Source: an optimization exercise on an open RTL-to-GDS flow (aim: small area and a short achievable clock period). Production flows keep margins and buffers that such runs may drop.
In this exercise RTL edits were held to simulation tests only and were not proved equivalent to the original.
Power is estimated from default activity; no workload was simulated.

**flow/config.mk**
```make
export PLATFORM = sky130hd
export DESIGN_NAME = cpu
export DESIGN_NICKNAME = cpu
export VERILOG_FILES = /design/flow/design.v
export SDC_FILE = /design/flow/constraint.sdc
export NUM_CORES = 4
export LEC_CHECK = 0
export CAP_MARGIN = 20
export CORE_MARGIN = 2
export CORE_UTILIZATION = 40
export SLEW_MARGIN = 20
```
**flow/design.v**
```verilog
module pc(
	        input wire         clk,
	        input wire         is_jump,
	        input wire         is_branch,
	        input wire         is_exception,
	        input wire         reset,
	        input wire [31:0]  pc_jump,
	        input wire [31:0]  pc_branch,
	        input wire         pc_write,
          output wire [31:0] out_pc
	        );
   wire [31:0]               in_pc;
   reg [31:0]                pc;
   assign in_pc = is_jump?		 	pc_jump :
				          is_branch?	 	pc_branch:
				          is_exception? 32'h2000: pc+4;
   always @(posedge clk) begin
	    if (reset) pc <= 32'h1000;
	    else if (pc_write) pc <= in_pc;
   end
   assign out_pc = reset?32'h1000: pc;
endmodule
module fetch(
	           input wire                   clk,
	           input wire                   is_jump,
	           input wire                   is_branch,
	           input wire                   is_exception,
	           input wire                   reset,
	           input wire [32-1:0]  pc_jump,
	           input wire [32-1:0]  pc_branch,
	           output wire [32-1:0] pc_out,
	           input wire                   pc_write
	           );
	 pc pc(
	       .clk(clk),
	       .is_jump(is_jump),
	       .is_branch(is_branch),
	       .is_exception(is_exception),
	       .reset(reset),
	       .pc_jump(pc_jump),
	       .pc_branch(pc_branch),
	       .pc_write(pc_write),
         .out_pc(pc_out)
	       );
endmodule
module control (
                clk,
                we,
                reset,
                opcode,
                regwrite,	 
                memtoreg,	 
                branch,		 
                memwrite,	 
                memread,	 
                byteword,	 
                alusrc		 
                );
   input clk;
   input we;
   input reset;
   input [5:0] opcode;
	 output wire regwrite;
	 output wire branch;
	 output reg  alusrc;
	 output reg  byteword;
	 output reg  memwrite;
	 output reg  memread;
	 output reg  memtoreg;
   assign branch = (opcode == 6'h4 | opcode == 6'h5)? 1: 0;
   assign regwrite = (   opcode == 6'h0 
                       | opcode == 6'h20 
                       | opcode == 6'h23 
                       | opcode == 6'h9 
                       | opcode == 6'h8 
                       | opcode == 6'hF 
                       | opcode == 6'hD) ? 1 : 0;
	 always @(posedge clk) begin
      if (reset) begin
        memtoreg 	<= 1'b0;
        memwrite 	<= 0;
        memread 	<= 0;
        byteword 	<= 1'b0;
        alusrc 		<= 1'b0;
      end
      else begin
         if (we) begin
         case (opcode)
           6'h0: begin
              memtoreg 	<= 0;
              memwrite 	<= 0;
              memread 	<= 0;
              byteword 	<= 1'b0;
              alusrc 		<= 1;
           end
           6'h20: begin
              memtoreg 	<= 1;
              memwrite 	<= 0;
              memread 	<= 1;
              byteword 	<= 0;
              alusrc 		<= 0;
           end
           6'h23: begin
              memtoreg 	<= 1;
              memwrite 	<= 0;
              memread 	<= 1;
              byteword 	<= 1;
              alusrc 		<= 0;
           end
           6'h28: begin
              memtoreg 	<= 1'b0;
              memwrite 	<= 1;
              memread 	<= 0;
              byteword 	<= 0;
              alusrc 		<= 0;
           end
           6'h2b: begin
              memtoreg 	<= 1'b0;
              memwrite 	<= 1;
              memread 	<= 0;
              byteword 	<= 1;
              alusrc 		<= 0;
           end
           6'h4: begin
              memtoreg 	<= 1'b0;
              memwrite 	<= 0;
              memread 	<= 0;
              byteword 	<= 1'b0;
              alusrc 		<= 1;
           end
           6'h2: begin
              memtoreg 	<= 1'b0;
              memwrite 	<= 0;
              memread 	<= 0;
              byteword 	<= 1'b0;
              alusrc 		<= 1'b0;
           end
           6'h9: begin
              memtoreg 	<= 1'b0;
              memwrite 	<= 0;
              memread 	<= 0;
              byteword 	<= 1'b0;
              alusrc 		<= 0;
           end
           6'h8: begin
              memtoreg 	<= 1'b0;
              memwrite 	<= 0;
              memread 	<= 0;
              byteword 	<= 1'b0;
              alusrc 		<= 0;
           end
           6'hF: begin
              memtoreg <= 1'b0;
              memwrite <= 0;
              memread <= 0;
              byteword <= 1'b0;
              alusrc <= 0;
           end
           6'hD: begin
              memtoreg <= 1'b0;
              memwrite <= 0;
              memread <= 0;
              byteword <= 1'b0;
              alusrc <= 0;
           end
           6'h5: begin
              memtoreg <= 1'b0;
              memwrite <= 0;
              memread <= 0;
              byteword <= 1'b0;
              alusrc <= 1;
           end
           6'hff: begin
              memtoreg 	<= 1'b0;
              memwrite 	<= 0;
              memread 	<= 0;
              byteword 	<= 1'b0;
              alusrc 	<= 1'b0;
           end
           default: begin
              memtoreg 	<= 1'b0;
              memwrite 	<= 0;
              memread 	<= 0;
              byteword 	<= 1'b0;
              alusrc 	<= 1'b0;
           end
         endcase  
         end
      end
	 end
endmodule
module decode_top(
    clk,		     
    reset,		     
    we,
    pc,		         
    instruction,	 
    out_pc,
    src_reg1,		 
    src_reg2,		 
    dest_reg,	     
    mimmediat,	     
    regwrite,	     
    memtoreg,	     
    branch,	         
    memwrite,	     
    memread,	     
    byteword,	     
    alusrc,          
    funct_code,      
    op_code,
    shamt,           
    is_mult,          
    jump_addr,       
    is_jump,          
    out_addr_reg1,
    out_addr_reg2
);
    input wire clk;
    input wire reset;
    input wire we;
    input wire [32-1:0] pc;
    input wire [32-1:0] instruction;
    output wire [5-1:0] src_reg1;		 
    output wire [5-1:0] src_reg2;		 
    output reg [32-1:0]  out_pc;
    output reg [5-1:0] out_addr_reg1;
    output reg [5-1:0] out_addr_reg2;
    output wire [5-1:0]  dest_reg;
    output reg [4:0]            shamt;
    output reg [32-1:0] mimmediat;
    output [32-1:0] jump_addr;
    output is_jump; 
    output wire regwrite;
    output memtoreg;
    output wire branch;
    output wire memwrite;
    output wire memread;
    output wire byteword;
    output wire alusrc;
    output reg[5:0] funct_code;
    output reg[5:0] op_code;
    output wire is_mult;
    wire [5:0]                   opcode;	 
    wire [5:0]                   functcode; 
    wire [5-1:0] dst;
    wire [5-1:0] dst_load;
    wire [32-1:0] jump_imm;
    wire [32-1:0]  uns_mimmediat;
    wire [32-1:0]  sig_mimmediat;
    assign opcode = instruction[31:26];
    assign functcode = instruction[5:0];
    assign dst = instruction[15:11];
    assign dst_load = instruction[20:16];
    assign src_reg1 = instruction[25:21];
    assign src_reg2 = instruction[20:16];
    assign jump_imm = instruction[25:0];
    assign jump_addr = pc & 32'hf0000000 | (jump_imm << 2);
    assign is_jump = (opcode == 6'h2);
   assign sig_mimmediat[32-1:0] = {{11{instruction[15]}},instruction[15:0]};
   assign uns_mimmediat[32-1:0] = {{11{1'b0}},instruction[15:0]};
   assign dest_reg = 
          (opcode == 6'h28 | opcode == 6'h2b) ? 0
        : (opcode == 6'h23 | opcode == 6'hD | opcode == 6'h8 | opcode == 6'hF) ? dst_load
        : (opcode == 6'hff) ? {5{1'b0}}
        : dst;
    assign is_mult = (opcode == 6'h0 && functcode == 6'h18) ? 1
        : 0;
    always @(posedge clk) begin            
        if (we) begin
            shamt <= instruction[10:6];
            out_pc <= pc;
            op_code <= opcode;
            funct_code <= functcode;
            out_addr_reg1 <= src_reg1;
            mimmediat <= sig_mimmediat;
            if (opcode == 6'h23) begin
                out_addr_reg2 <= 5'b0;
            end
            else begin
                out_addr_reg2 <= src_reg2;
            end
        end
    end
    control control (
        .clk(clk),
        .we(we),
        .reset(reset),
        .opcode(opcode),
        .memwrite(memwrite),
        .memread(memread),
        .memtoreg(memtoreg),
        .branch(branch),
        .regwrite(regwrite),
        .alusrc(alusrc),
        .byteword(byteword)
    );
endmodule
module regfile(
	             input wire                  clk,
               input wire                  reset,
	             input wire [5-1:0]  rreg1,
               input wire [5-1:0]  rreg2,
	             output wire [32-1:0] rdata1,
	             output wire [32-1:0] rdata2,
	             input wire                  regwrite,
	             input wire [5-1:0]  wreg,
	             input wire [32-1:0]  wdata
               );
   integer                                 i;
   reg [32-1:0]                     mem [32-1:0];
   assign rdata1 = ((rreg1 == wreg) && regwrite)? wdata : mem[rreg1][32-1:0];
   assign rdata2 = ((rreg2 == wreg) && regwrite)? wdata : mem[rreg2][32-1:0];
   always @(posedge clk) 
     begin
        if (reset) begin
		       for (i = 0; i < 32; i = i+1) begin
			        mem[i] <= {32{1'b0}};
		       end
	      end else if (regwrite == 1 && wreg != 0)
	        begin
		         mem[wreg] <= wdata;
	        end
     end
endmodule
module alu(
	input wire [4:0]           aluop,
	input wire [32-1:0] src1,
	input wire [32-1:0] src2,
  input wire [4:0]           shamt, 
	output reg                 zero,
	output reg                 overflow,
	output reg [32-1:0] out
	);
	wire [32-1:0] sum  = src1 + src2;
	wire [32-1:0] diff = src1 - src2;
	always @* begin
		zero = 0;
		overflow = 0;
		out = {32{1'b0}};
		case (aluop)
		5'h1: begin
					out = sum;
					if ((src1[32-1] == src2[32-1]) && (sum[32-1] != src1[32-1])) overflow = 1;
			end
		5'h2: begin
					out = diff;
					if ((src1[32-1] != src2[32-1]) && (diff[32-1] != src1[32-1])) overflow = 1;
		end
    5'h6: begin
       out = src1 | src2;
    end
    5'h7: begin
       out = {src2[15:0],{16{1'b0}}};
    end
     5'h8: begin
        out = src1 << shamt;
     end
		5'h4: begin
					out = src1;
			end
		5'h5: begin
					out = 32'd0;
			end
		default: ;
		endcase
	end
endmodule
module alucontrol(
	input wire [5:0] funct,
	input wire [5:0] opcode,
	output reg [4:0] aluop_out
);
always @* begin
		aluop_out = 5'h0;
		case (opcode)
			6'h20:       aluop_out = 5'h1;
			6'h23:       aluop_out = 5'h1;
			6'h28:       aluop_out = 5'h1;
			6'h9:        aluop_out = 5'h1;
			6'h8:      aluop_out = 5'h1;
      6'h4:       aluop_out = 5'h2;
			6'h2b:       aluop_out = 5'h1;
      6'hD:       aluop_out = 5'h6;
      6'hF:       aluop_out = 5'h7;
			6'h10:       aluop_out = 5'h4;
			6'h2:      aluop_out = 5'h5;
			6'h0:
		    case (funct)
			    6'h20: aluop_out = 5'h1;
			    6'h18: aluop_out = 5'h3;
			    6'h22: aluop_out = 5'h2;
          6'h0: aluop_out = 5'h8;
			    default: ;
		    endcase
      default: ;
    endcase
end
endmodule
module exec1(
    input wire                  clk,
    input wire                  regwrite_in,  
    input wire                  alusrc,  
    input wire                  reset,
    input wire                  we, 
    input wire [5:0]            opcode,  
    input wire [5:0]            funct_code,  
    input wire [32-1:0]  reg1_data,  
    input wire [32-1:0]  reg2_data,  
    input wire [32-1:0]  immediat,  
    input wire [32-1:0] old_pc,  
    input wire [5-1:0]  dst_reg_in,  
    input wire                  do_read, 
    input wire                  do_write, 
    input wire                  is_byte,
    input wire [4:0]            shamt,  
    input wire                  memtoreg, 
    input wire [1:0]            forward_src1,  
    input wire [1:0]            forward_src2,  
    input wire [32-1:0]  wb_forward,  
    input wire [32-1:0]  mem_forward,  
    input wire [32-1:0]  dc_memresult_forward,  
    output reg                  regwrite_out,  
    output reg                  zero,  
    output reg [32-1:0]  data_store,
    output reg                  overflow,  
    output reg [32-1:0]  alu_result,  
    output wire [32-1:0] wire_alu_result,  
    output reg                  do_read_out,
    output reg                  do_write_out,
    output reg                  is_byte_out,
    output reg                  memtoreg_out,
    output reg [5-1:0]  dst_reg  
);
   wire                                  alu_zero;
   wire                                  alu_overflow;
   wire [32-1:0]                  aluresult;
   wire [4:0]                            aluop;
   wire [32-1:0]                  operand1;
   wire [32-1:0]                  operand2;
   wire [32-1:0]                  reg2_fw_selection;
    assign operand1 = (forward_src1 == 0) ? reg1_data
        : (forward_src1 == 1) ? mem_forward
        : (forward_src1 == 2) ? wb_forward : 32'b0;
    assign reg2_fw_selection = (forward_src2 == 0) ? reg2_data
        : (forward_src2 == 1) ? mem_forward
        : (forward_src2 == 2) ? wb_forward : dc_memresult_forward;
    assign operand2 = alusrc ? reg2_fw_selection : immediat;
    assign wire_alu_result = aluresult;
    always @(posedge clk) begin
        if (reset) begin
            do_read_out <= 1'b0;
            memtoreg_out <= 1'b0;
            data_store <= {32{1'b0}};
            zero <= 1'b0;
            overflow <= 1'b0;
            alu_result <= {32{1'b0}};
            dst_reg <= {5{1'b0}};
            regwrite_out <= 1'b0;
            do_write_out <= 1'b0;
            is_byte_out <= 1'b0;
        end else if (we) begin
            do_read_out <= do_read;
            memtoreg_out <= memtoreg;
            data_store <= reg2_fw_selection;
            zero <= alu_zero;
            overflow <= alu_overflow;
            alu_result <= aluresult;
            dst_reg <= dst_reg_in;
            regwrite_out <= regwrite_in;
            do_write_out <= do_write;
            is_byte_out <= is_byte;
        end  
    end  
    alucontrol alucontrol(
        .funct(funct_code),
        .opcode(opcode),
        .aluop_out(aluop)
    );
    alu alu(
        .aluop(aluop),
        .src1(operand1),
        .src2(operand2),
        .shamt(shamt),
        .zero(alu_zero),
        .overflow(alu_overflow),
        .out(aluresult)
    );
endmodule
module M1(
          input wire                 clk,
          input wire                 reset,
          input wire                 we,
          input wire                 regwrite_mult_in,  
          input wire [5-1:0] wreg_in,  
          input wire [5:0]           opcode,
          input wire [5:0]           funct_code,
          input wire [32-1:0] src1,
          input wire [32-1:0] src2,
          output reg                 regwrite_out,
          output reg                 m1zero,
          output reg                 m1overflow,
          output reg [5-1:0] dst_reg,
          output reg [32-1:0] m1result
          );
   wire [((32*2)-1):0] temp;  
   assign temp = src1*src2;
   always @(posedge clk) begin
      if (reset) begin
        regwrite_out <= 1'd0;
        m1zero <= 1'd0;
        m1overflow <= 1'd0;
        dst_reg <= {5{1'd0}};
        m1result <= {32{1'd0}};
      end
        if (we) begin
            case (opcode)
                6'h0: begin
                    case (funct_code)
                        6'h18: begin
                            m1zero <= 0;
                            m1result <= temp[32-1:0];
                            if({32{m1result[32-1]}} != temp[((32*2)-1):32]) m1overflow <= 1;
                            else m1overflow <= 0;
                        end
                        default:
                        ;
                    endcase
                end
            default:
            ;
            endcase
            regwrite_out <= regwrite_mult_in;
            dst_reg <= wreg_in;
        end
	 end
endmodule
module M2(
          input wire                 clk,
          input wire                 reset,
          input wire                 we,
          input wire                 regwrite_mult_in,  
          input wire [5-1:0] wreg_in,  
          input wire [32-1:0] pre_m1result,
          input wire                 pre_zero,
          input wire                 pre_overflow,
          output reg                 regwrite_out,
          output reg                 zero,
          output reg                 overflow,
          output reg [32-1:0] m2result,
          output reg [5-1:0] dst_reg
          );
	 always @(posedge clk) begin
            if (reset) begin
               regwrite_out <= 1'd0;
               zero <= 1'd0;
               overflow <= 1'd0;
               m2result <= {32{1'd0}};
               dst_reg <= {5{1'd0}};
            end
            if (we) begin
		        m2result <= pre_m1result;
		        zero <= pre_zero;
		        overflow <= pre_overflow;
                regwrite_out <= regwrite_mult_in;
               dst_reg <= wreg_in;
            end
	 end
endmodule
module M3(
          input wire                 clk,
          input wire                 reset,
          input wire                 we,
          input wire                 regwrite_mult_in,  
          input wire [5-1:0] wreg_in,  
          input wire [32-1:0] pre_m2result,
          input wire                 pre_zero,
          input wire                 pre_overflow,
          output reg                 regwrite_out,
          output reg                 zero,
          output reg                 overflow,
          output reg [32-1:0] m3result,
          output reg [5-1:0] dst_reg
          );
   always @(posedge clk) begin
            if (reset) begin
               regwrite_out <= 1'd0;
               zero <= 1'd0;
               overflow <= 1'd0;
               m3result <= {32{1'd0}};
               dst_reg <= {5{1'd0}};
            end
            if (we) begin
            m3result <= pre_m2result;
            zero <= pre_zero;
            overflow <= pre_overflow;
             regwrite_out <= regwrite_mult_in;
               dst_reg <= wreg_in;
            end
   end
endmodule
module M4(
          input wire                 clk,
          input wire                 reset,
          input wire                 we,
          input wire                 regwrite_mult_in,  
          input wire [5-1:0] wreg_in,  
          input wire [32-1:0] pre_m3result,
          input wire                 pre_zero,
          input wire                 pre_overflow,
          output reg                 regwrite_out,
          output reg                 zero,
          output reg                 overflow,
          output reg [32-1:0] m4result,
          output reg [5-1:0] dst_reg
          );
   always @(posedge clk) begin
            if (reset) begin
               regwrite_out <= 1'd0;
               zero <= 1'd0;
               overflow <= 1'd0;
               m4result <= {32{1'd0}};
               dst_reg <= {5{1'd0}};
            end
            if (we) begin
            m4result <= pre_m3result;
            zero <= pre_zero;
            overflow <= pre_overflow;
        regwrite_out <= regwrite_mult_in;
               dst_reg <= wreg_in;
            end
   end
endmodule  
module M5(
          input wire                 clk,
          input wire                 reset,
          input wire                 we,
          input wire                 regwrite_mult_in,  
          input wire [5-1:0] wreg_in,  
          input wire [32-1:0] pre_m4result,
          input wire                 pre_zero,
          input wire                 pre_overflow,
          output reg                 regwrite_out,
          output reg                 zero,
          output reg                 overflow,
          output reg [32-1:0] m5result,
          output reg [5-1:0] dst_reg
          );
      always @(posedge clk) begin
            if (reset) begin
               regwrite_out <= 1'd0;
               zero <= 1'd0;
               overflow <= 1'd0;
               m5result <= {32{1'd0}};
               dst_reg <= {5{1'd0}};
            end
            if (we) begin
                  m5result <= pre_m4result;
                  zero <= pre_zero;
                  overflow <= pre_overflow;
              regwrite_out <= regwrite_mult_in;
               dst_reg <= wreg_in;
            end
      end
endmodule
module cache (
	input wire clk,
	input wire reset,
	input wire [32-1:0] addr,
	input wire do_read,
	input wire is_byte,
	input wire do_write,
	input wire [32-1:0] data_in,
	output wire [32-1:0] data_out,
	output reg hit,
	output reg mem_write_req,
	output reg [32-1:0] mem_write_addr,
	output reg [128-1:0] mem_write_data,
	input wire mem_write_ack,
	output reg mem_read_req,
	output reg [32-1:0] mem_read_addr,
	input wire [128-1:0] mem_read_data,
	input wire mem_read_ack
);
parameter DEPTH = 4;  
localparam WB   = $clog2(128) - 3;  
localparam DB   = $clog2(DEPTH);  
wire [WB-1:0]     offset = addr[WB-1:0];
wire [DB-1:0]     index  = addr[WB+DB-1:WB];
wire [31-WB-DB:0] tag    = addr[31:WB+DB];
wire [DB-1:0]     mem_read_index = mem_read_addr[WB+DB-1:WB];
wire [31-WB-DB:0] mem_read_tag   = mem_read_addr[31:WB+DB];
reg [DEPTH-1:0]  validbits;
reg [DEPTH-1:0]  dirtybits;
reg [31-WB-DB:0] tags [0:DEPTH-1];
reg [128-1:0]  lines [0:DEPTH-1];
wire [128-1:0] line_out = lines[index];
wire [31:0]      word_out = (128 == 32) ?
	line_out :
	line_out[(addr[WB-1:2]+1)*32-1-:32];
wire [7:0]       byte_out = line_out[(offset+1)*8-1-:8];
wire hit_int = (tags[index] == tag) && validbits[index]? 1: 0;
wire do_sth = do_read | do_write;
wire write_done = mem_write_req & mem_write_ack;
wire fill = mem_read_req & mem_read_ack & (~mem_write_req | write_done);
   assign data_out = (hit && is_byte)?{24'h000000, byte_out}: hit? word_out: 32'h00000000;
always @* if (~do_sth | reset)
	hit = 1'b0;
else hit = hit_int;
integer i;
always @(posedge clk) begin
	if (reset) begin
		validbits <= {DEPTH{1'b0}};
		dirtybits <= {DEPTH{1'b0}};
		mem_write_req  <= 0;
		mem_write_addr <= 0;
		mem_write_data <= 0;
		mem_read_req   <= 0;
		mem_read_addr  <= 0;
	end else begin
		if (write_done) mem_write_req <= 1'b0;
		if (fill) begin
			lines[mem_read_index]     <= mem_read_data;
			tags[mem_read_index]      <= mem_read_tag;
			validbits[mem_read_index] <= 1'b1;
			dirtybits[mem_read_index] <= 1'b0;
			mem_read_req <= 1'b0;
		end
		if (do_sth) begin
			if (hit_int) begin
				if (do_write) begin
					if (is_byte) lines[index][(offset+1)*8-1-:8] <= data_in[7:0];
					else if (128 == 32) lines[index] <= data_in;
					else lines[index][(addr[WB-1:2]+1)*32-1-:32] <= data_in;
					dirtybits[index] <= 1'b1;
				end
			end else if (~mem_read_req & ~mem_write_req) begin
				if (validbits[index] & dirtybits[index]) begin
					mem_write_addr <= {tags[index], index, {WB{1'b0}}};
					mem_write_data <= lines[index];
					mem_write_req <= 1'b1;
				end
				validbits[index] <= 1'b0;
				mem_read_addr <= {tag, index, {WB{1'b0}}};
				mem_read_req <= 1'b1;
			end
		end
	end
end
endmodule
module arbiter (
	input wire clk,
	input wire reset,
	input wire ic_read_req,
	output reg ic_read_ack,
	input wire [32-1:0] ic_read_addr,
	output reg [128-1:0] ic_read_data,
	input wire dc_read_req,
	output reg dc_read_ack,
	input wire [32-1:0] dc_read_addr,
	output reg [128-1:0] dc_read_data,
	input wire dc_write_req,
	output reg dc_write_ack,
	input wire [32-1:0] dc_write_addr,
	input wire [128-1:0] dc_write_data,
	output reg mem_enable,
	output reg mem_rw,	 
	input wire mem_ack,
	output reg [32-1:0] mem_addr,
	output reg [128-1:0] mem_data_in,
	input wire [128-1:0] mem_data_out
);
reg [1:0] arb_state;
wire done = mem_enable & mem_ack;
always @(posedge clk) begin
	if (reset) begin
		arb_state    <= 2'b00;
		mem_enable   <= 1'b0;
		mem_rw       <= 1'b1;
		mem_addr     <= 0;
		mem_data_in  <= 0;
		ic_read_ack  <= 1'b0;
		dc_read_ack  <= 1'b0;
		dc_write_ack <= 1'b0;
		ic_read_data <= 0;
		dc_read_data <= 0;
	end else begin
		ic_read_ack  <= 1'b0;
		dc_read_ack  <= 1'b0;
		dc_write_ack <= 1'b0;
		case (arb_state)
			2'b00: begin  
				if (~mem_ack) begin
					if (dc_write_req & ~dc_write_ack) begin
						arb_state <= 2'b10;
						mem_rw <= 1'b0;
						mem_addr <= dc_write_addr;
						mem_data_in <= dc_write_data;
						mem_enable <= 1'b1;
					end else if (dc_read_req & ~dc_read_ack) begin
						arb_state <= 2'b11;
						mem_rw <= 1'b1;
						mem_addr <= dc_read_addr;
						mem_enable <= 1'b1;
					end else if (ic_read_req & ~ic_read_ack) begin
						arb_state <= 2'b01;
						mem_rw <= 1'b1;
						mem_addr <= ic_read_addr;
						mem_enable <= 1'b1;
					end
				end
			end
			2'b01: begin  
				if (done) begin
					ic_read_data <= mem_data_out;
					ic_read_ack <= 1'b1;
					mem_enable <= 1'b0;
				end
				if (~mem_enable & ~mem_ack) arb_state <= 2'b00;
			end
			2'b10: begin  
				if (done) begin
					dc_write_ack <= 1'b1;
					mem_enable <= 1'b0;
				end
				if (~mem_enable & ~mem_ack) arb_state <= 2'b00;
			end
			2'b11: begin  
				if (done) begin
					dc_read_data <= mem_data_out;
					dc_read_ack <= 1'b1;
					mem_enable <= 1'b0;
				end
				if (~mem_enable & ~mem_ack) arb_state <= 2'b00;
			end
		endcase
	end
end
endmodule
module forwarding_control(
    if_id_branch_src1,  
    if_id_branch_src2,  
    id_ex_src1,      
    id_ex_src2,      
    id_ex_dst_reg,   
    ex_mem_regwrite,    
    ex_mem_dest_reg,    
    ex_mem_readmem,     
    id_ex_writemem,    
    mem_wb_regwrite,     
    mem_wb_dest_reg,     
    forward_src1,     
    forward_src2,     
    forward_mem,       
    forward_branch_src1,  
    forward_branch_src2   
 );
    input wire [5-1:0] if_id_branch_src1;
    input wire [5-1:0] if_id_branch_src2;
    input wire [5-1:0] id_ex_src1;
    input wire [5-1:0] id_ex_src2;
    input wire [5-1:0] id_ex_dst_reg;
    input wire                 ex_mem_regwrite;
    input wire                 ex_mem_readmem;
    input wire [5-1:0] ex_mem_dest_reg;
    input wire                 id_ex_writemem;
    input wire                 mem_wb_regwrite;
    input wire [5-1:0] mem_wb_dest_reg;
    output wire [1:0]          forward_src1;
    output wire [1:0]          forward_src2;
    output wire [1:0]          forward_mem;
    output wire               forward_branch_src1;
    output wire               forward_branch_src2;
   assign forward_branch_src1 = (ex_mem_regwrite && (id_ex_dst_reg == if_id_branch_src1));
   assign forward_branch_src2 = (ex_mem_regwrite && (id_ex_dst_reg == if_id_branch_src2));
   assign forward_src1 = (ex_mem_regwrite && ex_mem_dest_reg != 0
                         && (ex_mem_dest_reg == id_ex_src1))? 2'b01:
                          (mem_wb_regwrite && mem_wb_dest_reg != 0
                           && (mem_wb_dest_reg == id_ex_src1))? 2'b10: 2'b00;
   assign forward_src2 = (ex_mem_regwrite && ex_mem_dest_reg != 0
                                                  && (ex_mem_dest_reg == id_ex_src2) && ~ex_mem_readmem)? 2'b01:
                                                  (mem_wb_regwrite && mem_wb_dest_reg != 0
                                                   && (mem_wb_dest_reg == id_ex_src2))? 2'b10:
                         (ex_mem_readmem && ex_mem_dest_reg != 0 && id_ex_writemem && (ex_mem_dest_reg == id_ex_src2))? 2'b11: 2'b00;
   assign forward_mem = (ex_mem_regwrite && id_ex_writemem && ex_mem_dest_reg != 0
                         && (ex_mem_dest_reg == id_ex_src2))? 2'b01: 2'b00;
endmodule
 module hazard_control(
    id_ex_reg_addr1,      
    id_ex_reg_addr2,      
    ex_mem_memread,
    id_ex_memwrite,
    ex_mem_dst_reg,
    stall        
 );
    input wire [5-1:0] id_ex_reg_addr1;
    input wire [5-1:0] id_ex_reg_addr2;
    input wire ex_mem_memread;
    input wire id_ex_memwrite;
    input wire [5-1:0] ex_mem_dst_reg;
    output wire stall;
    assign stall = (ex_mem_memread
        && ((ex_mem_dst_reg == id_ex_reg_addr1) || ((ex_mem_dst_reg == id_ex_reg_addr2 ) && ~id_ex_memwrite)));
endmodule
 module hazard_control_mult(
    id_dst_reg,
    id_src1,
    id_src2,
    id_regwrite,
    id_is_mult,
    m1_dst_reg,
    m1_regwrite,
    m2_dst_reg,
    m2_regwrite,
    m3_dst_reg,
    m3_regwrite,
    m4_dst_reg,
    m4_regwrite,
    m5_dst_reg,
    m5_regwrite,
    id_ex_dst_reg,
    id_ex_regwrite,
    ex_mem_dst_reg,
    ex_mem_regwrite,
    stall
 );
    input wire [5-1:0]  id_dst_reg;
    input wire [5-1:0]  id_src1;
    input wire [5-1:0]  id_src2;
    input wire                  id_regwrite;
    input wire                  id_is_mult;
    input wire [5-1:0]  m1_dst_reg;
    input wire                  m1_regwrite;
    input wire [5-1:0]  m2_dst_reg;
    input wire                  m2_regwrite;
    input wire [5-1:0]  m3_dst_reg;
    input wire                  m3_regwrite;
    input wire [5-1:0]  m4_dst_reg;
    input wire                  m4_regwrite;
    input wire [5-1:0]  m5_dst_reg;
    input wire                  m5_regwrite;
    input wire [5-1:0]  id_ex_dst_reg;
    input wire                  id_ex_regwrite;
    input wire [5-1:0]  ex_mem_dst_reg;
    input wire                  ex_mem_regwrite;
    output wire stall;
    assign stall =   
              (id_src1 == m1_dst_reg && m1_regwrite && id_src1 != 0) ? 1
            : (id_src2 == m1_dst_reg && m1_regwrite && id_src2 != 0) ? 1
            : (id_src1 == m2_dst_reg && m2_regwrite && id_src2 != 0) ? 1
            : (id_src2 == m2_dst_reg && m2_regwrite && id_src2 != 0) ? 1
            : (id_src1 == m3_dst_reg && m3_regwrite && id_src2 != 0) ? 1
            : (id_src2 == m3_dst_reg && m3_regwrite && id_src2 != 0) ? 1
            : (id_src1 == m4_dst_reg && m4_regwrite && id_src2 != 0) ? 1
            : (id_src2 == m4_dst_reg && m4_regwrite && id_src2 != 0) ? 1
            : (id_src1 == m5_dst_reg && m5_regwrite && id_src2 != 0) ? 1
            : (id_src2 == m5_dst_reg && m5_regwrite && id_src2 != 0) ? 1
            : (id_dst_reg == m1_dst_reg && id_regwrite && m1_regwrite && id_dst_reg != 0) ? 1  
            : (id_dst_reg == m2_dst_reg && id_regwrite && m2_regwrite && id_dst_reg != 0) ? 1  
            : (id_dst_reg == m3_dst_reg && id_regwrite && m3_regwrite && id_dst_reg != 0) ? 1  
            : (id_is_mult && id_src1 == id_ex_dst_reg && id_ex_regwrite && id_src1 != 0) ? 1   
            : (id_is_mult && id_src2 == id_ex_dst_reg && id_ex_regwrite && id_src2 != 0) ? 1
            : (id_is_mult && id_src1 == ex_mem_dst_reg && ex_mem_regwrite && id_src1 != 0) ? 1
            : (id_is_mult && id_src2 == ex_mem_dst_reg && ex_mem_regwrite && id_src2 != 0) ? 1
            : 0;
endmodule
module cpu(
    input wire                  clk,
    input wire                  reset,
    output wire                 mem_enable,
    output wire                 mem_rw,
    input wire                  mem_ack,
    output wire [32-1:0] mem_addr,
    input wire [128-1:0]     mem_data_out,
    output wire [128-1:0]    mem_data_in,
    output wire                 dbg_wb_en,
    output wire [5-1:0] dbg_wb_reg,
    output wire [32-1:0] dbg_wb_data
);
    wire [5-1:0] addr_reg1;
    wire [5-1:0] addr_reg2;
    reg  [5-1:0] id_dest_reg;
    wire [5-1:0] id_dest_reg_wire;
    wire                 id_regwrite_wire;
    wire                 id_regwrite_mult_in_wire;
    wire 		         ex_regwrite;
    wire [5-1:0] ex_dst_reg;
    wire                 id_memread;
    wire                 id_memwrite;
    wire                  ex_do_write;
    wire                  ex_do_read;
    wire                 hazard_stall;
    wire                 hazard_stall_mult;
    reg [5-1:0]  id_addr_reg1;
    reg [5-1:0]  id_addr_reg2;
    reg                   id_regwrite;
    reg                   id_regwrite_mult_in;
   wire [5-1:0]  m1_dst_reg;
   wire m1_regwrite_out;
   wire [5-1:0]  m2_dst_reg;
   wire m2_regwrite_out;
   wire [5-1:0]  m3_dst_reg;
   wire m3_regwrite_out;
   wire [5-1:0]  m4_dst_reg;
   wire m4_regwrite_out;
   wire [5-1:0]  m5_dst_reg;
   wire m5_regwrite_out;
    hazard_control hazards (
        .id_ex_reg_addr1(id_addr_reg1),
        .id_ex_reg_addr2(id_addr_reg2),
        .ex_mem_memread(ex_do_read),
        .id_ex_memwrite(id_memwrite),
        .ex_mem_dst_reg(ex_dst_reg),
        .stall(hazard_stall)
    );
    hazard_control_mult hazards_mult (
        .id_dst_reg(id_dest_reg_wire),
        .id_src1(addr_reg1),
        .id_src2(addr_reg2),
        .id_regwrite(id_regwrite_wire),
        .id_is_mult(id_regwrite_mult_in_wire),
        .m1_dst_reg(id_dest_reg),
        .m1_regwrite(id_regwrite_mult_in),
        .m2_dst_reg(m1_dst_reg),
        .m2_regwrite(m1_regwrite_out),
        .m3_dst_reg(m2_dst_reg),
        .m3_regwrite(m2_regwrite_out),
        .m4_dst_reg(m3_dst_reg),
        .m4_regwrite(m3_regwrite_out),
        .m5_dst_reg(m4_dst_reg),
        .m5_regwrite(m4_regwrite_out),
        .id_ex_dst_reg(id_dest_reg),
        .id_ex_regwrite(id_regwrite),
        .ex_mem_dst_reg(ex_dst_reg),
        .ex_mem_regwrite(ex_regwrite),
        .stall(hazard_stall_mult)
    );
    wire [5-1:0] id_src1;
    wire [5-1:0] id_src2;
    reg [5-1:0]  dc_dst_reg;  
    reg                  dc_regwrite;
    wire [1:0]           forward_src1;
    wire [1:0]           forward_src2;
    wire [1:0]           forward_mem;
    wire                 forward_branch_src1;
    wire                 forward_branch_src2;
    reg [32-1:0] if_instruction; 
    forwarding_control forwarding (
        .if_id_branch_src1(if_instruction[25:21]),
        .if_id_branch_src2(if_instruction[20:16]),
        .id_ex_src1(id_src1),
        .id_ex_src2(id_src2),
        .id_ex_dst_reg(id_dest_reg),
        .ex_mem_regwrite(ex_regwrite),
        .ex_mem_dest_reg(ex_dst_reg),
        .ex_mem_readmem(ex_do_read),
        .mem_wb_regwrite(dc_regwrite),
        .mem_wb_dest_reg(dc_dst_reg),
        .id_ex_writemem(id_memwrite),
        .forward_src1(forward_src1),
        .forward_src2(forward_src2),
        .forward_mem(forward_mem),
        .forward_branch_src1(forward_branch_src1),
        .forward_branch_src2(forward_branch_src2)
    );
    wire [5-1:0]                wb_wreg;  
    wire [32-1:0]                wb_wdata;  
    wire                                wb_regwrite;  
    wire [32-1:0]               addr_branch;
    reg                                 pc_write;
    wire                                id_is_jump;
    wire [32-1:0]               id_pc_jump;
    wire                                is_branch;
    wire                                if_is_exception = 1'b0;
    reg [32-1:0]                if_pc;
   wire [32-1:0]                pc;
   reg                                  if_id_write;
   reg                                  if_id_reset;
    reg                                 pc_reset;
    fetch fetch(
        .clk(clk),
        .is_jump(id_is_jump),
        .is_branch(is_branch),
        .is_exception(if_is_exception),
        .reset(pc_reset),
        .pc_jump(id_pc_jump),
        .pc_branch(addr_branch),
        .pc_out(pc),
        .pc_write(pc_write)
    );
    wire                                ic_is_byte;
    wire [32-1:0]                ic_data_out;
    wire [32-1:0]                ic_memresult_wire;
    wire                                ic_hit;
    wire                                ic_mem_read_req;
    wire [32-1:0]                ic_mem_read_addr;
    wire [128-1:0]                   ic_mem_read_data;
    wire                                ic_mem_read_ack;
    cache Icache(
        .clk(clk),
        .reset(reset),
        .addr(pc),
        .do_read(1'b1 & (~is_branch)),
        .is_byte(1'b0),
        .do_write(1'b0),
        .data_in(32'h0),
        .data_out(ic_memresult_wire),
        .hit(ic_hit),
        .mem_write_req(),
        .mem_write_addr(),
        .mem_write_data(),
        .mem_write_ack(1'b0),
        .mem_read_req(ic_mem_read_req),
        .mem_read_addr(ic_mem_read_addr),
        .mem_read_data(ic_mem_read_data),
        .mem_read_ack(ic_mem_read_ack)
    );
    always @(posedge clk) begin
        if (if_id_reset) begin
           if_instruction <= 32'hffffffff;  
           if_pc <= {32{1'b0}};
        end
        else if (if_id_write) begin
          if_instruction[32-1:0] <= ic_memresult_wire;
           if_pc <= pc;
        end
    end
    wire                                ex_zero;
    wire                                ex_overflow;
    wire [32-1:0]                ex_result;
    reg                                id_ex_write;
    reg                                id_ex_reset;
    wire [32-1:0] data_reg1;
    wire [32-1:0] data_reg2;
    wire                  id_bne;
    wire [32-1:0] id_pc;
    reg [32-1:0] id_data_reg1;
    reg [32-1:0] id_data_reg2;
   wire [32-1:0] id_mimmediat;
   wire                   id_memtoreg;
   wire                   id_is_branch;
   wire                   id_byteword;
   wire                   id_alusrc;
   wire [5:0]             id_opcode;
   wire [5:0]             id_funct_code;
   wire [32-1:0]   id_branch_1;
   wire [32-1:0]   id_branch_2;
   wire [4:0]             id_shamt;
    regfile registers(
        .clk(clk),
        .reset(reset),
        .rreg1(addr_reg1),
        .rreg2(addr_reg2),
        .wreg(wb_wreg),
        .wdata(wb_wdata),
        .regwrite(wb_regwrite),
        .rdata1(data_reg1),
        .rdata2(data_reg2)
    );
   decode_top decode(
        .clk(clk),
        .reset(id_ex_reset),
        .instruction(if_instruction),
        .pc(if_pc),
        .out_pc(id_pc),
        .we(id_ex_write),
        .src_reg1(addr_reg1),
        .src_reg2(addr_reg2),
        .dest_reg(id_dest_reg_wire),	     
        .mimmediat(id_mimmediat),	     
        .regwrite(id_regwrite_wire),	 
        .memtoreg(id_memtoreg),      
        .branch(id_is_branch),	     
        .memwrite(id_memwrite),	 
        .memread(id_memread),	     
        .byteword(id_byteword),	 
        .alusrc(id_alusrc),	     
        .funct_code(id_funct_code),		     
        .op_code(id_opcode),
        .shamt(id_shamt),  
        .is_mult(id_regwrite_mult_in_wire),
        .is_jump(id_is_jump),
        .jump_addr(id_pc_jump),
        .out_addr_reg1(id_src1),
        .out_addr_reg2(id_src2)
    );
   wire [32-1:0]   ex_wire_alu_result; 
   assign addr_branch = if_pc+4 + ({{16{if_instruction[15]}},if_instruction[15:0]} << 2);
   assign is_branch = id_is_branch & id_bne;
   assign id_branch_1 = forward_branch_src1? ex_wire_alu_result: data_reg1;
   assign id_branch_2 = forward_branch_src2? ex_wire_alu_result: data_reg2;
   assign id_bne = (id_branch_1 != id_branch_2);
   always @(posedge clk) begin  
      if (id_ex_reset) begin
        id_data_reg1 <= 32'b0;
        id_data_reg2 <= 32'b0;
        id_addr_reg1 <= 32'b0;
        id_addr_reg2 <= 32'b0;
        id_dest_reg <= 32'b0;
        id_regwrite <= 0;
        id_regwrite_mult_in <= 0;
      end
      else if (id_ex_write) begin 
        id_data_reg1 <= data_reg1;
        id_data_reg2 <= data_reg2;
        id_addr_reg1 <= addr_reg1;
        id_addr_reg2 <= addr_reg2;
        id_dest_reg <= id_dest_reg_wire;
        id_regwrite <= id_regwrite_wire;
        id_regwrite_mult_in <= id_regwrite_mult_in_wire;
      end
   end
   wire [32-1:0]                ex_reg_to_mem; 
   wire                                ex_memtoreg;
   wire                                ex_is_byte;
   wire                                ex_is_branch;
   reg                                ex_mem_reset;
   reg                                ex_mem_write;
   wire [32-1:0]               dc_memresult_forward;
   exec1 exec1(
               .clk(clk),
               .regwrite_in(id_regwrite),
               .alusrc(id_alusrc),
               .reset(ex_mem_reset),
               .we(ex_mem_write),
               .opcode(id_opcode),
               .funct_code(id_funct_code),
               .reg1_data(id_data_reg1),
               .reg2_data(id_data_reg2),
               .immediat(id_mimmediat),
               .old_pc(id_pc),
               .shamt(id_shamt),
               .dst_reg_in(id_dest_reg),
               .do_read(id_memread),
               .do_write(id_memwrite),
               .is_byte(~id_byteword),
               .memtoreg(id_memtoreg),
               .forward_src1(forward_src1),
               .forward_src2(forward_src2),
               .wb_forward(wb_wdata),
               .mem_forward(ex_result),  
               .dc_memresult_forward(dc_memresult_forward),
               .regwrite_out(ex_regwrite),
               .zero(ex_zero),
               .data_store(ex_reg_to_mem),
               .overflow(ex_overflow),
               .wire_alu_result(ex_wire_alu_result),
               .alu_result(ex_result),
               .do_write_out(ex_do_write),
               .do_read_out(ex_do_read),
               .is_byte_out(ex_is_byte),
               .memtoreg_out(ex_memtoreg),
               .dst_reg(ex_dst_reg)
               );
    wire                                m1_zero;
    wire                                m1_overflow;
    wire [32-1:0]                m1_result;
    M1 M1(
        .clk(clk),
        .regwrite_mult_in(id_regwrite_mult_in),
        .wreg_in(id_dest_reg),
        .reset(ex_mem_reset),
        .we(ex_mem_write),
        .opcode(id_opcode),
        .funct_code(id_funct_code),
        .src1(id_data_reg1),
        .src2(id_data_reg2),
        .regwrite_out(m1_regwrite_out),
        .m1zero(m1_zero),
        .m1overflow(m1_overflow),
        .dst_reg(m1_dst_reg),
        .m1result(m1_result)
    );
   wire                                m2_zero;
   wire                                m2_overflow;
   wire [32-1:0]                m2_result;
   M2 M2(
	       .clk(clk),
	       .regwrite_mult_in(m1_regwrite_out),
         .pre_m1result(m1_result),
         .reset(ex_mem_reset),
         .we(ex_mem_write),
         .pre_zero(m1_zero),
         .pre_overflow(m1_overflow),
         .wreg_in(m1_dst_reg),
         .regwrite_out(m2_regwrite_out),
         .zero(m2_zero),
         .overflow(m2_overflow),
	       .m2result(m2_result),
         .dst_reg(m2_dst_reg)
	       );
   wire                                m3_zero;
   wire                                m3_overflow;
   wire [32-1:0]                m3_result;
   M3 M3(
	       .clk(clk),
	       .regwrite_mult_in(m2_regwrite_out),
         .pre_m2result(m2_result),
         .reset(ex_mem_reset),
         .we(ex_mem_write),
         .pre_zero(m2_zero),
         .pre_overflow(m2_overflow),
         .wreg_in(m2_dst_reg),
         .regwrite_out(m3_regwrite_out),
         .zero(m3_zero),
         .overflow(m3_overflow),
	       .m3result(m3_result),
         .dst_reg(m3_dst_reg)
	       );
   wire                                m4_zero;
   wire                                m4_overflow;
   wire [32-1:0]                m4_result;
   M4 M4(
	       .clk(clk),
	       .regwrite_mult_in(m3_regwrite_out),
         .pre_m3result(m3_result),
         .reset(ex_mem_reset),
         .we(ex_mem_write),
         .pre_zero(m3_zero),
         .pre_overflow(m3_overflow),
         .wreg_in(m3_dst_reg),
         .regwrite_out(m4_regwrite_out),
         .zero(m4_zero),
         .overflow(m4_overflow),
	       .m4result(m4_result),
         .dst_reg(m4_dst_reg)
	       );
   wire                                m5_zero;
   wire                                m5_overflow;
   wire [32-1:0]                m5_result;
   M5 M5(
	       .clk(clk),
	       .regwrite_mult_in(m4_regwrite_out),
         .pre_m4result(m4_result),
         .reset(ex_mem_reset),
         .we(ex_mem_write),
         .pre_zero(m4_zero),
         .pre_overflow(m4_overflow),
         .wreg_in(m4_dst_reg),
         .regwrite_out(m5_regwrite_out),
         .zero(m5_zero),
         .overflow(m5_overflow),
	       .m5result(m5_result),
         .dst_reg(m5_dst_reg)
	       );
   reg [32-1:0]                 dc_wdata;
   wire                                dc_is_byte;
   wire                                dc_is_write;
   reg [32-1:0]                 dc_memresult;
   wire                                dc_hit;
   wire                                dc_mem_write_req;
   wire [32-1:0]                dc_mem_write_addr;
   wire [128-1:0]                   dc_mem_write_data;
   wire                                dc_mem_write_ack;
   wire                                dc_mem_read_req;
   wire [32-1:0]                dc_mem_read_addr;
   wire [128-1:0]                   dc_mem_read_data;
   wire                                dc_mem_read_ack;
   reg                                 mem_wb_reset;
   reg                                 mem_wb_write;
    cache Dcache(
        .clk(clk),
        .reset(reset),
        .addr(ex_result),
        .do_read(ex_do_read),
        .is_byte(ex_is_byte),
        .do_write(ex_do_write),
        .data_in(ex_reg_to_mem),
        .data_out(dc_memresult_forward),
        .hit(dc_hit),
        .mem_write_req(dc_mem_write_req),
        .mem_write_addr(dc_mem_write_addr),
        .mem_write_data(dc_mem_write_data),
        .mem_write_ack(dc_mem_write_ack),
        .mem_read_req(dc_mem_read_req),
        .mem_read_addr(dc_mem_read_addr),
        .mem_read_data(dc_mem_read_data),
        .mem_read_ack(dc_mem_read_ack)
    );
    assign wb_wreg = dc_regwrite? dc_dst_reg : m5_dst_reg;
    assign wb_wdata = dc_regwrite? dc_wdata : m5_result;
    assign wb_regwrite = m5_regwrite_out | dc_regwrite;
    assign dbg_wb_en = wb_regwrite;
    assign dbg_wb_reg = wb_wreg;
    assign dbg_wb_data = wb_wdata;
   always @(posedge clk) begin
      if (mem_wb_reset) begin
        dc_dst_reg <= {5{1'b0}};
        dc_regwrite <= 1'b0;
        dc_wdata <= {32{1'b0}};
        dc_memresult <= {32{1'b0}};
      end
      else if (mem_wb_write) begin
         dc_dst_reg <= ex_dst_reg;
         dc_regwrite <= ex_regwrite;
         dc_memresult <= dc_memresult_forward;
         dc_wdata <= ex_memtoreg? dc_memresult_forward : ex_result;
      end
   end
    arbiter Arbiter(
        .clk(clk),
        .reset(reset),
        .ic_read_req(ic_mem_read_req),
        .ic_read_ack(ic_mem_read_ack),
        .ic_read_addr(ic_mem_read_addr),
        .ic_read_data(ic_mem_read_data),
        .dc_read_req(dc_mem_read_req),
        .dc_read_ack(dc_mem_read_ack),
        .dc_read_addr(dc_mem_read_addr),
        .dc_read_data(dc_mem_read_data),
        .dc_write_req(dc_mem_write_req),
        .dc_write_ack(dc_mem_write_ack),
        .dc_write_addr(dc_mem_write_addr),
        .dc_write_data(dc_mem_write_data),
        .mem_enable(mem_enable),
        .mem_rw(mem_rw),
        .mem_ack(mem_ack),
        .mem_addr(mem_addr),
        .mem_data_in(mem_data_in),
        .mem_data_out(mem_data_out)
    );
   wire dc_enable = ex_do_read | ex_do_write;
   wire ic_stall = ~ic_hit & ~reset;
   wire dc_stall = ~dc_hit & dc_enable;
   always @* begin
      if (reset) begin
         pc_reset <= 1'b1;
         pc_write <= 1'b1;
         if_id_reset <= 1'b1;
         if_id_write <= 1'b1;
         id_ex_reset <= 1'b1;
         id_ex_write <= 1'b1;
         ex_mem_reset <= 1'b1;
         ex_mem_write <= 1'b1;
         mem_wb_reset <= 1'b1;
         mem_wb_write <= 1'b1;
      end else if (dc_stall) begin  
         pc_reset <= 1'b0;
         pc_write <= 1'b0;
         if_id_reset <= 1'b0;
         if_id_write <= 1'b0;
         id_ex_reset <= 1'b0;
         id_ex_write <= 1'b0;
         ex_mem_reset <= 1'b0;
         ex_mem_write <= 1'b0;
         mem_wb_reset <= 1'b1;
         mem_wb_write <= 1'b0;
      end  
      else if (hazard_stall_mult) begin
         pc_reset <= 1'b0;
         pc_write <= 1'b0;
         if_id_reset <= 1'b0;
         if_id_write <= 1'b0;
         id_ex_reset <= 1'b1;
         id_ex_write <= 1'b1;
         ex_mem_reset <= 1'b0;
         ex_mem_write <= 1'b1;
         mem_wb_reset <= 1'b0;
         mem_wb_write <= 1'b1;
      end  
      else if (hazard_stall) begin
         pc_reset <= 1'b0;
         pc_write <= 1'b0;
         if_id_reset <= 1'b0;
         if_id_write <= 1'b0;
         id_ex_reset <= 1'b0;
         id_ex_write <= 1'b0;
         ex_mem_reset <= 1'b1;
         ex_mem_write <= 1'b1;
         mem_wb_reset <= 1'b0;
         mem_wb_write <= 1'b1;
      end  
      else if(is_branch) begin
         pc_reset <= 1'b0;
         pc_write <= 1'b1;
         if_id_reset <= 1'b1;
         if_id_write <= 1'b1;
         id_ex_reset <= 1'b0;
         id_ex_write <= 1'b1;
         ex_mem_reset <= 1'b0;
         ex_mem_write <= 1'b1;
         mem_wb_reset <= 1'b0;
         mem_wb_write <= 1'b1;
      end
      else if(ic_stall) begin
         pc_reset <= 1'b0;
         pc_write <= 1'b0;
         if_id_reset <= 1'b1;
         if_id_write <= 1'b1;
         id_ex_reset <= 1'b0;
         id_ex_write <= 1'b1;
         ex_mem_reset <= 1'b0;
         ex_mem_write <= 1'b1;
         mem_wb_reset <= 1'b0;
         mem_wb_write <= 1'b1;
      end  
      else begin
         pc_reset <= 1'b0;
         pc_write <= 1'b1;
         if_id_reset <= 1'b0;
         if_id_write <= 1'b1;
         id_ex_reset <= 1'b0;
         id_ex_write <= 1'b1;
         ex_mem_reset <= 1'b0;
         ex_mem_write <= 1'b1;
         mem_wb_reset <= 1'b0;
         mem_wb_write <= 1'b1;
      end
    end
endmodule
```
**flow/run.sh**
```bash
#!/bin/bash
# synth_recipe.tcl (not shown) runs the flow's synth.tcl, then flattens the netlist and writes it again
# the make line also repeats each setting of config.mk as NAME=value (left out here)
make -C /OpenROAD-flow-scripts/flow DESIGN_CONFIG=/design/flow/config.mk WORK_HOME=/design/flow/orfs CLKGATE_MAP_FILE= SYNTH_SCRIPT=/design/flow/synth_recipe.tcl finish
```
**flow/constraint.sdc**
```tcl
create_clock -name core_clock -period 11.0 [get_ports {clk}]
set_input_delay 2.2000 -clock core_clock [delete_from_list [all_inputs] [get_ports {clk}]]
set_output_delay 2.2000 -clock core_clock [all_outputs]
set_load 0.01 [all_outputs]
```
==> results.txt <==
final cells by class:
class / count / area share
inverter: 649 / 0.0120
clock inverter: 153 / 0.00670
timing repair buffer: 973 / 0.0418
clock buffer: 532 / 0.0514
antenna: 23 / 0.000282
multi-input combinational: 11100 / 0.395
sequential: 3429 / 0.456
tap: 5952 / 0.0364
cell usage in the layout, fill, tap and decap left out, types with 105 or more instances in the layout:
cell type        instances
a21oi_1               1442
a221oi_1               128
a22oi_1                162
a31oi_1                133
and2_1                 327
buf_4                  612
clkbuf_1               105
clkbuf_16              380
clkdlybuf4s50_1        325
dfxtp_1                964
edfxtp_1              2446
fa_1                   410
ha_1                   229
inv_1                  639
mux2i_1                282
mux4_2                 770
nand2_1               2524
nand3_1                164
nor2_1                1829
nor2b_1                119
nor3_1                 161
o21ai_0                507
xnor2_1                238
xor2_1                 128
path summary, 6_finish.rpt:
kind                                                 start                  endpoint  slack, ns  cells after the start
worst max-delay path                              register           fetch.pc.pc[15]       0.50                     35
worst min-delay path            Dcache.mem_write_data[105]  Arbiter.mem_data_in[105]       0.40                      2
worst max register to register                    register           fetch.pc.pc[15]       0.50                     35
worst min register to register  Dcache.mem_write_data[105]  Arbiter.mem_data_in[105]       0.40                      2
metrics by stage:
| step | util | hold WS (ns) | setup WS (ns) | std cells | area, µm² |
|---|---|---|---|---|---|
| final | 0.455 | 0.399 | 0.498 | 22800 | 204000 |
| after global routing | 0.455 | 0.448 | 0.121 | 22700 | 204000 |
| after CTS | 0.455 | 0.399 | 0.606 | 22700 | 204000 |
| after detailed placement | 0.428 | 0.425 | 0.214 | 22100 | 192000 |
| after global placement | 0.428 | 0.422 | 0.292 | 22100 | 192000 |
| after floorplan | - | 0.406 | 0.623 | 16400 | 181000 |
what timing repair did:
action	CTS	global route
buffers inserted	0	1
setup endpoints to repair	0	76
resized for setup	0	1
critical path: cells and delay by family, from the launching register on:
kind                       cells  cell delay (ns)
buffers and inverters          5             1.46
AOI/OAI and AO/OA             18             5.12
and+or+nand+nor                8             2.00
adders and majority gates      1             0.43
DFF                            1             0.61
muxes                          1             0.37
xor gates and xnor gates       2             0.31
logic make-up after synthesis:
kind of cell,share of synthesized area
flops,0.516
compound gates,0.110
fa+ha+maj,0.0614
simple gates,0.133
buf+inv,0.0428
other cells,0.0000208
mux,0.119
xor+xnor,0.0178
cells in the mapped netlist (166+ instances only):
cell      count  area (µm²)
a21oi_1    1445        7230
xnor2_1     238        2080
nor2_1     1863        6990
and2_1      329        2060
mux4_2      770       17300
o21ai_0     528        2640
clkbuf_1   1007        3780
edfxtp_1   2446       73500
ha_1        229        2870
inv_1       642        2410
mux2i_1     309        3090
nand2_1    2567        9640
dfxtp_1     983       19700
nor3_1      166         831
nand3_1     166         831
fa_1        410        8210
report_power, final:
group          internal [µW]  switching [µW]
registers              13900             112
clock network           6940            5420
logic                    472             871
per-layer routing:
layer | global-route usage | part of all wire | vias up
li1 | - | - | 59100
met2 | 0.494 | 0.44 | 8761
met3 | 0.0838 | 0.11 | 1893
met1 | 0.426 | 0.38 | 70600
met4 | 0.196 | 0.073 | 42
met5 | 0 | 0.00037 | -
==> results.txt <==
CP max stage delay 0.69 ns; I/O Buffers 326; max reg flops 1024; Worst path slowest cell o31ai_1; first-pass GRT wire length 1050000 µm; synthesized instance count 16400; H-tree levels 5; Max Cap Violations 0; vias in the first global route 132000; Clk Latency, worst-skew pair 1.01 ns; Startpoint Class register; CP Max Fanout 40; die area 0.457 mm²; grt ovf 0; Post-synth ARST share 0; crit path kind reg2reg; pwr/cell area 135 mW/mm²; Synth Flop Type edfxtp_1; multi-input logic area 0.0808 mm²; overall routing resource usage 0.328; unrepaired setup endpoints after global routing no; CTS Buf Count 372; Fill cells 41300; most used cell, CP buf_4; Clock Skew 0.103 ns; Setup TNS 0 ns; fraction of layout cells with a size suffix above 1 0.139; Largest regs registers.mem: 1024 flops, Dcache.lines: 512 flops, Icache.lines: 512 flops; number of synthesized flops with an enable pin 2446; Total Routed Length 767000 µm; fin. max-slew vios 0; clk sink count 3429; detailed-route via count 140000; sequential cell area 0.0932 mm²; CTS tree built; P&R area growth vs syn 13.2%; worst slew pin tran 1.32 ns; post-DP HPWL 546000 µm; DRT iter0 DRCs 20600; WL/cell 33.7 µm; Row Count 246; DIE HEIGHT 676 µm; mean post-synth cell area 11.0 µm²; TritonRoute pass-1 iters 10; Setup crit end kind register; synthesized area 0.180 mm²; fin crit share 0.955; post-synth cell types 122; initial antenna violation count 64; synth warn 17; DRC 0; #FFs+latches synth 3429; WP data required 11.90 ns; fmax 95.2 MHz; Final min period 10.50 ns; GP Congestion 1.09; post-synthesis sequential area ratio 0.516; Rel. slew slack 0.121; vias per inst 6.17; core area 0.449 mm²; number of hold buffers added after CTS 0; largest net degree at the start of global routing 267; Power Total 27700 µW; post-route ant nets 0; CP arrival 11.40 ns; Reg with most FFs registers.mem; Initial Utilization 0.402; CTS root buf clkbuf_16; status no timing/DRC/antenna violations; Ports 331; VDD IR max 0.000140 V; worst min path class reg2reg; LEAKAGE 0.0734 µW; Final #Nets 17300; Die X 676 µm; register clock-pin slew on the reported worst setup and hold paths 0.06 ns; Final Hold Viols 0; final setup fails 0; Max clock buf depth 4

## re-timing with driven ports
In the flow no input, the clock included, has a driving cell. The finished layout below was timed again as built, in two steps.
Step 1 sets driving cells, clkbuf_16 on the clock port and buf_2 on the other inputs (assumed; they add their load-dependent delay and slew).
Step 2 also shifts input and output timing later by t, the mid clock arrival at the registers, as if the neighbouring blocks saw the same clock.
a / b / c = ideal ports / drivers / drivers and shift; a / b = the first two.
t (ns): 1.088
slack for setup (ns): 0.498 / 0.498 / -0.089
worst slew at a driven data input, ns: 0.23
With both steps, setup timing fails in this run, where it was met with ideal ports. For this run, drivers alone change the setup slack by 0.000 ns; drivers and shift together by -0.587 ns.
